This is an optimization exercise on Yosys and OpenROAD, whose aim is a short achievable clock period and few clock cycles per item, not a production implementation.
Only simulation tests tie the RTL to the original design; equivalence was not proved.

==> config.mk <==
export PLATFORM = sky130hd
export DESIGN_NAME = custom_cpu
export DESIGN_NICKNAME = custom_cpu
export VERILOG_FILES = /design/flow/design.v
export SDC_FILE = /design/flow/constraint.sdc
export NUM_CORES = 4
export LEC_CHECK = 0
export CAP_MARGIN = 20
export CORE_MARGIN = 2
export CORE_UTILIZATION = 40
export SLEW_MARGIN = 20
==> constraint.sdc <==
create_clock -name core_clock -period 14.5 [get_ports {clk}]
set_input_delay 2.9000 -clock core_clock [delete_from_list [all_inputs] [get_ports {clk}]]
set_output_delay 2.9000 -clock core_clock [all_outputs]
set_load 0.01 [all_outputs]
==> design.v <==
`timescale 10 ns / 1 ns
module alu(
	input  [32 - 1:0]  A,
	input  [32 - 1:0]  B,
	input  [              2:0]  ALUop,
	output                      Overflow,
	output                      CarryOut,
	output                      Zero,
	output [32 - 1:0]  Result
);
	wire op_and  = ALUop == 3'b000;
	wire op_or   = ALUop == 3'b001;
	wire op_xor  = ALUop == 3'b100;
	wire op_nor  = ALUop == 3'b101;
	wire op_add  = ALUop == 3'b010;
	wire op_sub  = ALUop == 3'b110;
	wire op_slt  = ALUop == 3'b111;
	wire op_sltu = ALUop == 3'b011;		 
	wire [32 - 1:0] and_res = A & B;		 
	wire [32 - 1:0] or_res  = A | B;		 
	wire [32 - 1:0] xor_res = A ^ B;		 
	wire [32 - 1:0] nor_res = ~(A | B);		 
	wire [32 - 1:0] B_2 = (op_sub || op_slt || op_sltu)? ~B : B;
	wire cin = (op_sub || op_slt || op_sltu)? 1: 0;
	wire [32 - 1:0] out;
	wire cout;
	assign {cout, out} = A + B_2 + cin;			
	assign CarryOut = (op_sub || op_slt || op_sltu)? !cout: cout;  
	wire [32 - 1:0] add_res = out;			 
	wire [32 - 1:0] sub_res = out;			 
	wire [32 - 1:0] slt_res = out [32 - 1] ^ Overflow;		 
	wire [32 - 1:0] sltu_res = CarryOut;		 
	assign Result = {32{op_and}} & and_res |		 
			{32{op_or }} & or_res  |
			{32{op_xor}} & xor_res |
			{32{op_nor}} & nor_res |   
			{32{op_add}} & add_res |
			{32{op_sub}} & sub_res |
			{32{op_slt}} & slt_res |
			{32{op_sltu}}& sltu_res;
	wire CarryIn_31 = A [32 - 1] ^ B_2 [32 - 1] ^ out [32 - 1];		
	assign Overflow = CarryIn_31 ^ cout;		 
	assign Zero = Result == 32'b0;			 
endmodule
`timescale 10 ns / 1 ns
module shifter (
	input  [32 - 1:0] A,
	input  [              4:0] B,
	input  [              1:0] Shiftop,
	output [32 - 1:0] Result
);
wire left = Shiftop == 2'b00;
wire cal_right = Shiftop == 2'b11;
wire log_right = Shiftop == 2'b10;
assign Result = {32{left}} & (A << B) |
	      {32{cal_right}} & (({32{A[31]}} << (6'd32 - {1'b0, B})) | (A >> B)) |
	      {32{log_right}} & (A >> B);
endmodule
`timescale 10 ns / 1 ns
module reg_file(
	input                       clk,
	input  [5 - 1:0]  waddr,
	input  [5 - 1:0]  raddr1,
	input  [5 - 1:0]  raddr2,
	input                       wen,
	input  [32 - 1:0]  wdata,
	output [32 - 1:0]  rdata1,
	output [32 - 1:0]  rdata2
);
	reg [32 - 1:0] rf [32 - 1:0];    
	always @(posedge clk) begin                         
		if (wen && waddr) rf[waddr] <= wdata;
	end
	assign rdata1 = (raddr1 == 5'b0)? 32'b0: rf[raddr1];                        
	assign rdata2 = (raddr2 == 5'b0)? 32'b0: rf[raddr2];
endmodule
`timescale 10ns / 1ns
module custom_cpu(
	input         clk,
	input         rst,
	output reg [31:0] PC,
	output        Inst_Req_Valid,
	input         Inst_Req_Ready,
	input  [31:0] Instruction,
	input         Inst_Valid,
	output        Inst_Ready,
	output [31:0] Address,
	output        MemWrite,
	output [31:0] Write_data,
	output [ 3:0] Write_strb,
	output        MemRead,
	input         Mem_Req_Ready,
	input  [31:0] Read_data,
	input         Read_data_Valid,
	output        Read_data_Ready,
	input         intr,
	output [31:0] cpu_perf_cnt_0,
	output [69:0] inst_retire
);
	wire			RF_wen;
	wire [4:0]		RF_waddr;
	wire [31:0]		RF_wdata;
	assign inst_retire = {RF_wen, RF_waddr, RF_wdata, PC};
	wire [6:0] opcode = valid_Instruction[6:0];
	wire [4:0] rs1 = valid_Instruction[19:15];
	wire [4:0] rs2 = valid_Instruction[24:20];
	wire [4:0] rd = valid_Instruction[11:7];	
	wire [6:0] funct7 = valid_Instruction[31:25];
	wire [2:0] funct3 = valid_Instruction[14:12];
	wire [4:0] shamt = valid_Instruction[24:20];
	wire [11:0] I_imm = valid_Instruction[31:20];
	wire [11:0] S_imm = {valid_Instruction[31:25], valid_Instruction[11:7]};
	wire [12:0] B_imm = {valid_Instruction[31], valid_Instruction[7], valid_Instruction[30:25], valid_Instruction[11:8], 1'b0};
	wire [31:0] U_imm = {valid_Instruction[31:12], 12'b0};
	wire [31:0] J_imm = {{12{valid_Instruction[31]}}, valid_Instruction[19:12], valid_Instruction[20], valid_Instruction[30:21], 1'b0};
	wire [3:0] inst_type = {4{opcode == 7'b1100011}} & 4'b0000|
			{4{opcode == 7'b1100111}} & 4'b0001 |	 
			{4{opcode == 7'b0010011 && {funct3[1:0]} != 2'b01}} & 4'b0010 |
			{4{opcode == 7'b0000011}} & 4'b0011 |
			{4{opcode == 7'b0010011 && {funct3[1:0]} == 2'b01}} & 4'b0100 |
			{4{opcode == 7'b1101111}} & 4'b0101 |	 
			{4{opcode == 7'b0110011 && {funct3[1:0]} != 2'b01 && funct7 != 7'b0000001}} & 4'b0110 |
			{4{opcode == 7'b0110011 && funct3 == 3'b000 && funct7 == 7'b0000001}} & 4'b1010 |
			{4{opcode == 7'b0110011 && {funct3[1:0]} == 2'b01}} & 4'b0111 |
			{4{opcode == 7'b0100011}} & 4'b1000 |
			{4{{opcode[6],opcode[4:0]} == 6'b010111}} & 4'b1001;	 
	wire [31:0] PC_next = PC + 4;
	reg [31:0] PC_pre;
	always @(posedge clk) begin
		if (rst) PC <= 32'b0;
		else if(current_state == EX)
			PC <= (inst_type == 4'b0001 || inst_type == 4'b0101)? jumpaddr: (isbranch? PC_branch: PC_next);
		else if(valid_Instruction == 32'b0 && current_state == ID) 
			PC <= PC_next;
		else 
			PC <= PC;
	end 
	always @(posedge clk ) begin
		if (current_state == IF) PC_pre <= PC;
		else PC_pre <= PC_pre;
	end
    wire [4:0] RF_raddr1 = rs1;
    wire [4:0] RF_raddr2 = rs2;
    wire [31:0] RF_rdata1;
    wire [31:0] RF_rdata2;
	wire [31:0] I_extend = {{20{I_imm[11]}}, I_imm};
	wire [31:0] S_extend = {{20{S_imm[11]}}, S_imm};
	wire [31:0] alunum1 = RF_rdata1;
	wire [31:0] alunum2 = {{32{inst_type == 4'b0010 || inst_type == 4'b0011 || inst_type == 4'b0001}} & I_extend} |
				{{32{inst_type == 4'b1000}} & S_extend} |
				{{32{inst_type == 4'b0110 || inst_type == 4'b0000}} & RF_rdata2};
	wire [2:0] ALU_control = {{3{inst_type == 4'b0110 && funct3 == 3'b000 && funct7 != 7'b0000001}} & {funct7[5], 2'b10}} |  
				{{3{inst_type == 4'b0010 && funct3 == 3'b000}} & 3'b010} |  
				{{3{inst_type == 4'b0110 && funct3[2:1] == 2'b11 }} & ~funct3} |  
				{{3{inst_type == 4'b0110 && funct3 == 3'b100}} & funct3} |  
				{{3{inst_type == 4'b0010 && funct3[2:1] == 2'b11 }} & ~funct3} |  
				{{3{inst_type == 4'b0010 && funct3 == 3'b100}} & funct3} |  
				{{3{inst_type == 4'b0110 && funct3[2:1] == 2'b01}} & {~funct3[0], 2'b11}} |  
				{{3{inst_type == 4'b0010 && funct3[2:1] == 2'b01}} & {~funct3[0], 2'b11}} |  
				{{3{inst_type == 4'b0000 && funct3[2:1] == 2'b00}} & 3'b110} |  
				{{3{inst_type == 4'b0000 && funct3[2:1] == 2'b10}} & 3'b111} |  
				{{3{inst_type == 4'b0000 && funct3[2:1] == 2'b11}} & 3'b011} |  
				{{3{inst_type == 4'b0011 || inst_type == 4'b1000 || inst_type == 4'b0001}} & 3'b010};  
	wire Zero;
	wire [31:0] ALU_result;
	alu alu_module(
		.A(alunum1),
		.B(alunum2),
		.ALUop(ALU_control),
		.Result(ALU_result),
		.Overflow(),
		.CarryOut(),
		.Zero(Zero)
	);
	wire [4:0] shiftbit = {{5{inst_type == 4'b0100}} & shamt} |
						{{5{inst_type == 4'b0111}} & RF_rdata2[4:0]}; 
	wire [1:0] SHIFT_control = {funct3[2],funct7[5]};
	wire [31:0] SHIFT_result;
	shifter shifter_module(RF_rdata1, shiftbit, SHIFT_control, SHIFT_result);  
	wire [63:0] MUL_Res_full;
    wire [31:0] MUL_result;
    assign MUL_Res_full = RF_rdata1 * RF_rdata2;
    assign MUL_result = (funct3 == 3'b000)? MUL_Res_full[31:0]: MUL_Res_full[63:32];
	assign RF_wen = current_state == WB;
	assign RF_waddr = rd;
	assign RF_wdata = (inst_type == 4'b0110 || inst_type == 4'b0010)? ALU_result:
			(inst_type == 4'b1010)? MUL_result:
			(inst_type == 4'b0111 || inst_type == 4'b0100)? SHIFT_result:
			(inst_type == 4'b1001 && opcode[5])? U_imm:
			(inst_type == 4'b1001 && ~opcode[5])? PC_auipc:
			(inst_type == 4'b0101 || inst_type == 4'b0001)? PC_pre + 4:
			(inst_type == 4'b0011)? load_result:32'b0;  
	reg_file reg_file_module(
		.clk(clk),
		.waddr(RF_waddr),
		.raddr1(RF_raddr1),
		.raddr2(RF_raddr2),
		.wen(RF_wen),
		.wdata(RF_wdata),
		.rdata1(RF_rdata1),
		.rdata2(RF_rdata2)
		); 
	wire [31:0] PC_jump;
	assign PC_jump = J_imm + PC_pre;  
	wire [31:0] jumpaddr = (inst_type == 4'b0001)? {ALU_result[31:1],1'b0}: PC_jump;
	wire [31:0] PC_branch;
	wire isbranch = (inst_type == 4'b0000 && ((funct3 == 3'b000 || funct3 == 3'b101 || funct3 == 3'b111) && Zero || (funct3 == 3'b001 || funct3 == 3'b100 || funct3 == 3'b110) && ~Zero));
	wire [31:0] branch_offset = {{19{B_imm[12]}}, B_imm};
	assign PC_branch = branch_offset + PC_pre;  
	wire [31:0] PC_auipc;
	assign PC_auipc = U_imm + PC_pre;  
	wire [1:0] n = ALU_result[1:0];
	wire [31:0] lb_result = (n[1] & n[0])? {{24{valid_Read_data[31]}},valid_Read_data[31:24]}:
				((n[1] & ~n[0])? {{24{valid_Read_data[23]}},valid_Read_data[23:16]}:
				((~n[1] & n[0])? {{24{valid_Read_data[15]}},valid_Read_data[15:8]}:{{24{valid_Read_data[7]}},valid_Read_data[7:0]}));
	wire [31:0] lbu_result = {{24{1'b0}},lb_result[7:0]};
	wire [31:0] lh_result = (~n[1])? {{16{valid_Read_data[15]}},valid_Read_data[15:0]}:{{16{valid_Read_data[31]}},valid_Read_data[31:16]}; 
	wire [31:0] lhu_result = {{16{1'b0}},lh_result[15:0]};
	wire [31:0] lw_result = valid_Read_data[31:0];
	wire [31:0] load_result = (funct3 == 3'b000)? lb_result:
				(funct3 == 3'b001)? lh_result:
				(funct3 == 3'b010)? lw_result:
				(funct3 == 3'b100)? lbu_result: lhu_result;
	assign Address = {ALU_result[31:2],2'b00}; 
	wire [3:0] sb_strb = (n[1] & n[0])? 4'b1000:
					 ((n[1] & ~n[0])? 4'b0100:
					 ((~n[1] & n[0])? 4'b0010: 4'b0001));
	wire [3:0] sh_strb = (n[1])? 4'b1100: 4'b0011;
	wire [3:0] sw_strb = 4'b1111;
	assign Write_strb = (funct3 == 3'b000)? sb_strb:
			(funct3 == 3'b001)? sh_strb: sw_strb;
	wire [31:0] sb_data = (n[1] & n[0])? {RF_rdata2[7:0],{24{1'b0}}}:
				((n[1] & ~n[0])? {{8{1'b0}},RF_rdata2[7:0],{16{1'b0}}}:
				((~n[1] & n[0])? {{16{1'b0}},RF_rdata2[7:0],{8{1'b0}}}: {{24{1'b0}},RF_rdata2[7:0]}));
	wire [31:0] sh_data = (n[1])? {RF_rdata2[15:0],{16{1'b0}}}: {{16{1'b0}},RF_rdata2[15:0]};
	wire [31:0] sw_data = RF_rdata2[31:0];
	assign Write_data = (funct3 == 3'b000)? sb_data:
			(funct3 == 3'b001)? sh_data: sw_data;
	parameter INIT = 9'b000000001,
	          IF   = 9'b000000010,
	          IW   = 9'b000000100,
	          ID   = 9'b000001000,
	          EX   = 9'b000010000,
	          LD   = 9'b000100000,
	          ST   = 9'b001000000,
	          RDW  = 9'b010000000,
	          WB   = 9'b100000000;	
	reg [8:0] current_state, next_state;
	reg [31:0] valid_Instruction, valid_Read_data;
	always @(posedge clk ) begin
		if(rst) current_state <= INIT;
		else current_state <= next_state;
	end
	always @(*) begin
		case (current_state)
			INIT: next_state = IF;
			IF: if(Inst_Req_Ready) next_state = IW; else next_state = IF;
			IW: if(Inst_Valid) next_state = ID; else next_state = IW;
			ID: if(valid_Instruction[31:0] == 32'b0) next_state = IF; else next_state = EX;
			EX: if(inst_type == 4'b0011) next_state = LD;
				else if(inst_type == 4'b1000) next_state = ST;
				else if(inst_type == 4'b0000) next_state = IF;
				else next_state = WB;
			LD: if(Mem_Req_Ready) next_state = RDW; else next_state = LD;
			RDW: if(Read_data_Valid) next_state = WB; else next_state = RDW;
			WB: next_state = IF;
			ST: if(Mem_Req_Ready) next_state = IF; else next_state = ST;
			default: next_state = INIT;
		endcase
	end
	assign Inst_Req_Valid = current_state == IF;
	assign Inst_Ready      = (current_state == IW || current_state == INIT);
	assign Read_data_Ready = (current_state == RDW || current_state == INIT);
	assign MemRead         = current_state == LD;
	assign MemWrite        = current_state == ST;
	always @(posedge clk) begin
		valid_Instruction <= (Inst_Ready && Inst_Valid)? Instruction: valid_Instruction;
	end
	always @(posedge clk) begin
		valid_Read_data <= (Read_data_Ready && Read_data_Valid)? Read_data: valid_Read_data;
	end
	reg [31:0] cycle_cnt;
	always @(posedge clk) begin
		if(rst) cycle_cnt <= 32'd0;
		else cycle_cnt <= cycle_cnt + 32'd1;
	end
	assign cpu_perf_cnt_0 = cycle_cnt;
endmodule
==> run.sh <==
#!/bin/bash
# synth_recipe.tcl (not shown) runs the flow's synth.tcl, then flattens the netlist and writes it again
# the make line also repeats each setting of config.mk as NAME=value (left out here)
make -C /OpenROAD-flow-scripts/flow DESIGN_CONFIG=/design/flow/config.mk WORK_HOME=/design/flow/orfs CLKGATE_MAP_FILE= SYNTH_SCRIPT=/design/flow/synth_recipe.tcl finish
==> run_results.csv <==
group,metric,value,unit
routing,wl,323000,um
timing,post-route-period-util,97.9,%
worst_setup_path,start_kind,"register",
clock_tree,path_clk_slew,0.06,ns
status,status,"timing/DRC/antenna clean",
finish,fillers,19056,
placement,hpwl,226000,um
synthesis,synth_area,0.0855,mm^2
floorplan,core,0.212,mm^2
worst_setup_path,cpPeakStageDelay,0.79,ns
synthesis,synth_area_leaders,"edfxtp_1 39%, mux4_2 17%, fa_1 10%",
finish,regArea,0.0353,mm^2
global_route,antenna_found_initial,29,
floorplan,dieArea,0.217,mm^2
clock_tree,cts_root_buf,"clkbuf_16",
synthesis,yosys_warnings,2,
routing,viasPerCell,6.19,
floorplan,die_h,466,um
routing,drt_iter0_markers,8498,
synthesis,synthFlopType,"edfxtp_1",
clock_tree,cts_sinks,1203,
timing,finalClockSkew,0.0445,ns
floorplan,start_util,40.3,%
floorplan,die_x,466,um
clock_tree,cts-htree-levels,4,
synthesis,synth_cells,7101,
placement,portBuffers,274,
timing,relSlewSlack,19.9,%
synthesis,ys_types,98,
worst_setup_path,crit_type,"reg -> out",
routing,first_pass_iters,6,
clock_tree,cts_buffers,131,
global_route,grt_remaining_overflow,0,
finish,final_common_cell,"edfxtp_1",
routing,wl_per_cell,31.3,um
timing,min_period,14.20,ns
placement,gp_congestion,1.03,
synthesis,yosysTopAreaCell,"edfxtp_1",
routing,drtAntennaViolNets,0,
finish,layout_common_cells,"1,120 x edfxtp_1, 815 x nand2_1, 724 x inv_1",
clock_tree,clockBufferDepth,3,
hold_path,hp-class,"reg -> reg",
routing,vias,63887,
timing,rsz0062_at_grt,"no",
synthesis,synth-seq-cells,1203,
floorplan,rows,169,
worst_setup_path,critical-path-slowest-cell,"or4_1",
timing,hold_viol,0,
timing,setup_viol_count_final,0,
clock_tree,cts_tree,"yes",
synthesis,ys_seq_area_share,41.3,%
worst_setup_path,r2r_cells,30,
worst_setup_path,critical_path.most_common_cell,"fa_1",
timing,worst_pin_slew,1.19,ns
finish,area_delta_synth_final,15.0,%
finish,layout-drive-gt1-share,18.7,%
global_route,grt_usage,29.4,%
worst_setup_path,cp_data_arrival_time,11.30,ns
synthesis,synth_edf_count,1120,
global_route,grt_max_degree,103,
clock_tree,clk_latency,0.79,ns
worst_setup_path,required,11.60,ns
floorplan,boundaryPins,278,
routing,drc,0,
finish,nets,8184,
worst_setup_path,critical_path.max_fanout,31,
global_route,grt_pass1_wl,457000,um
synthesis,synth_top_area_share,39.4,%
global_route,grt_pass1_vias,63109,
finish,multi_input_area,0.0461,mm^2
timing,fin_setup_tns,0,ns
timing,fmax,70.4,MHz
timing,whs,0.464,ns
synthesis,synth_area_per_cell,12.0,um^2
placement,place_ws,0.632,ns
job,maxCapViolCount,0,
synthesis,async_reset_ff_share,0,%
hold_path,whs_path_depth,1,
timing,drv_slew,0,
timing,layout_setup_ws,0.302,ns
worst_setup_path,critPathCaptureType,"output port",
## final timing paths
check / start / endpoint / slack (ns)
worst max-delay path: valid_Instruction[22] / inst_retire[60] / 0.30
worst min-delay path: cycle_cnt[0] / cycle_cnt[0] / 0.46
worst max register to register: register / PC[7] / 3.77
worst min register to register: cycle_cnt[0] / cycle_cnt[0] / 0.46
## registers in the layout, summed over array words and instances, names as in the netlist, named ones only
register	flops
reg_file_module.rf	1024
PC	32
PC_pre	32
cycle_cnt	32
valid_Instruction	32
valid_Read_data	32
current_state	9
## layout make-up
| cell class | count | area share (%) |
|---|---|---|
| antenna | 10 | 0.0255 |
| clock buffer | 160 | 3.48 |
| clock inverter | 70 | 0.708 |
| inverter | 729 | 2.78 |
| multi-input combinational | 4655 | 46.9 |
| sequential | 1203 | 36.0 |
| tap | 2821 | 3.59 |
| timing repair buffer | 674 | 6.54 |
## Yosys cell counts (46+ instances only)
cell type and number:
nor3_1 84, a21oi_1 313, fa_1 442, edfxtp_1 1120
nand2_1 816, nand3_1 95, xor2_1 100, ha_1 277
inv_1 726, mux4_2 637, dfxtp_1 83, mux2i_1 115
a21o_1 62, buf_1 72, a211oi_1 55, nor2_1 447
and3_1 51, nor2b_1 46, o21ai_0 281, and2_1 83
clkbuf_1 414, xnor2_1 123
## worst max-delay path: cells and delay by family (launching register included)
family	cells	cell delay, ns
adder cells (fa/ha/maj)	9	3.52
AND/OR/NAND/NOR	7	2.54
AO/OA/AOI/OAI	10	2.12
buffers and inverters	10	1.85
flip-flops	1	0.40
## cells by family (layout without fill, tap and decap cells)
logic type               after synthesis  in the layout  share of synthesized area [%]
AND/OR/NAND/NOR                     1803           1804                           9.44
buffers and inverters               1277           1633                           5.85
flip-flops                          1203           1203                           41.3
AO/OA/AOI/OAI                       1103           1103                           8.32
multiplexers                         772            772                           18.4
adder cells (fa/ha/maj)              719            719                           14.4
XOR/XNOR                             223            223                           2.29
other                                  1             44                        0.00439
## routing by layer
metal | GRT usage [%] | vias up | wire, um | share of wire [%]
li1 | - | 26401 | - | -
met2 | 45.7 | 3835 | 148000 | 46
met3 | 7.31 | 775 | 34900 | 11
met4 | 14.3 | 18 | 17800 | 5.5
met5 | 0 | - | 134 | 0.042
met1 | 38.4 | 32858 | 121000 | 38
## stage by stage
| step | cells | util (%) | instance area, um^2 |
|---|---|---|---|
| finish | 10322 | 46.3 | 98300 |
| global route | 10315 | 46.3 | 98200 |
| CTS | 10295 | 46.1 | 97900 |
| detailed placement | 10043 | 44.0 | 93500 |
| global placement | 10043 | 44.0 | 93400 |
| floorplan | 7134 | - | 85600 |
## repair_timing
item / 4_1_cts / 5_1_grt
endpoints found under the setup margin: 3 / 5
gates resized for setup: 10 / 22
pin swaps: 6 / 4
cloned: 2 / 3
buffers inserted: 20 / 13
hold buffers: 0 / 0
endpoints found under the hold margin: 0 / 0

## static timing again, ports no longer ideal
The results above use ideal ports. As a check the final layout listed here was re-extracted and re-timed, cells and wires unchanged.
Step 1 sets driving cells, clkbuf_16 on the clock port and buf_2 on the other inputs (assumed; they add their load-dependent delay and slew).
Step 2 moves the port delays by t, midway between the first and last clock arrival at a register: inputs arrive t later, outputs are due t later. That takes back most of the time a late clock gives input paths.
Slacks: no drivers / after step 1 / after step 2; pairs: no drivers / after step 1.
t, ns: 0.851
setup WS [ns]: 0.302 / 0.219 / 1.071
clock arrival spread, ns: 0.045 / 0.045
After both steps this run still meets setup and hold. For this run, drivers alone change the setup slack by -0.083 ns; drivers and shift together by +0.769 ns.
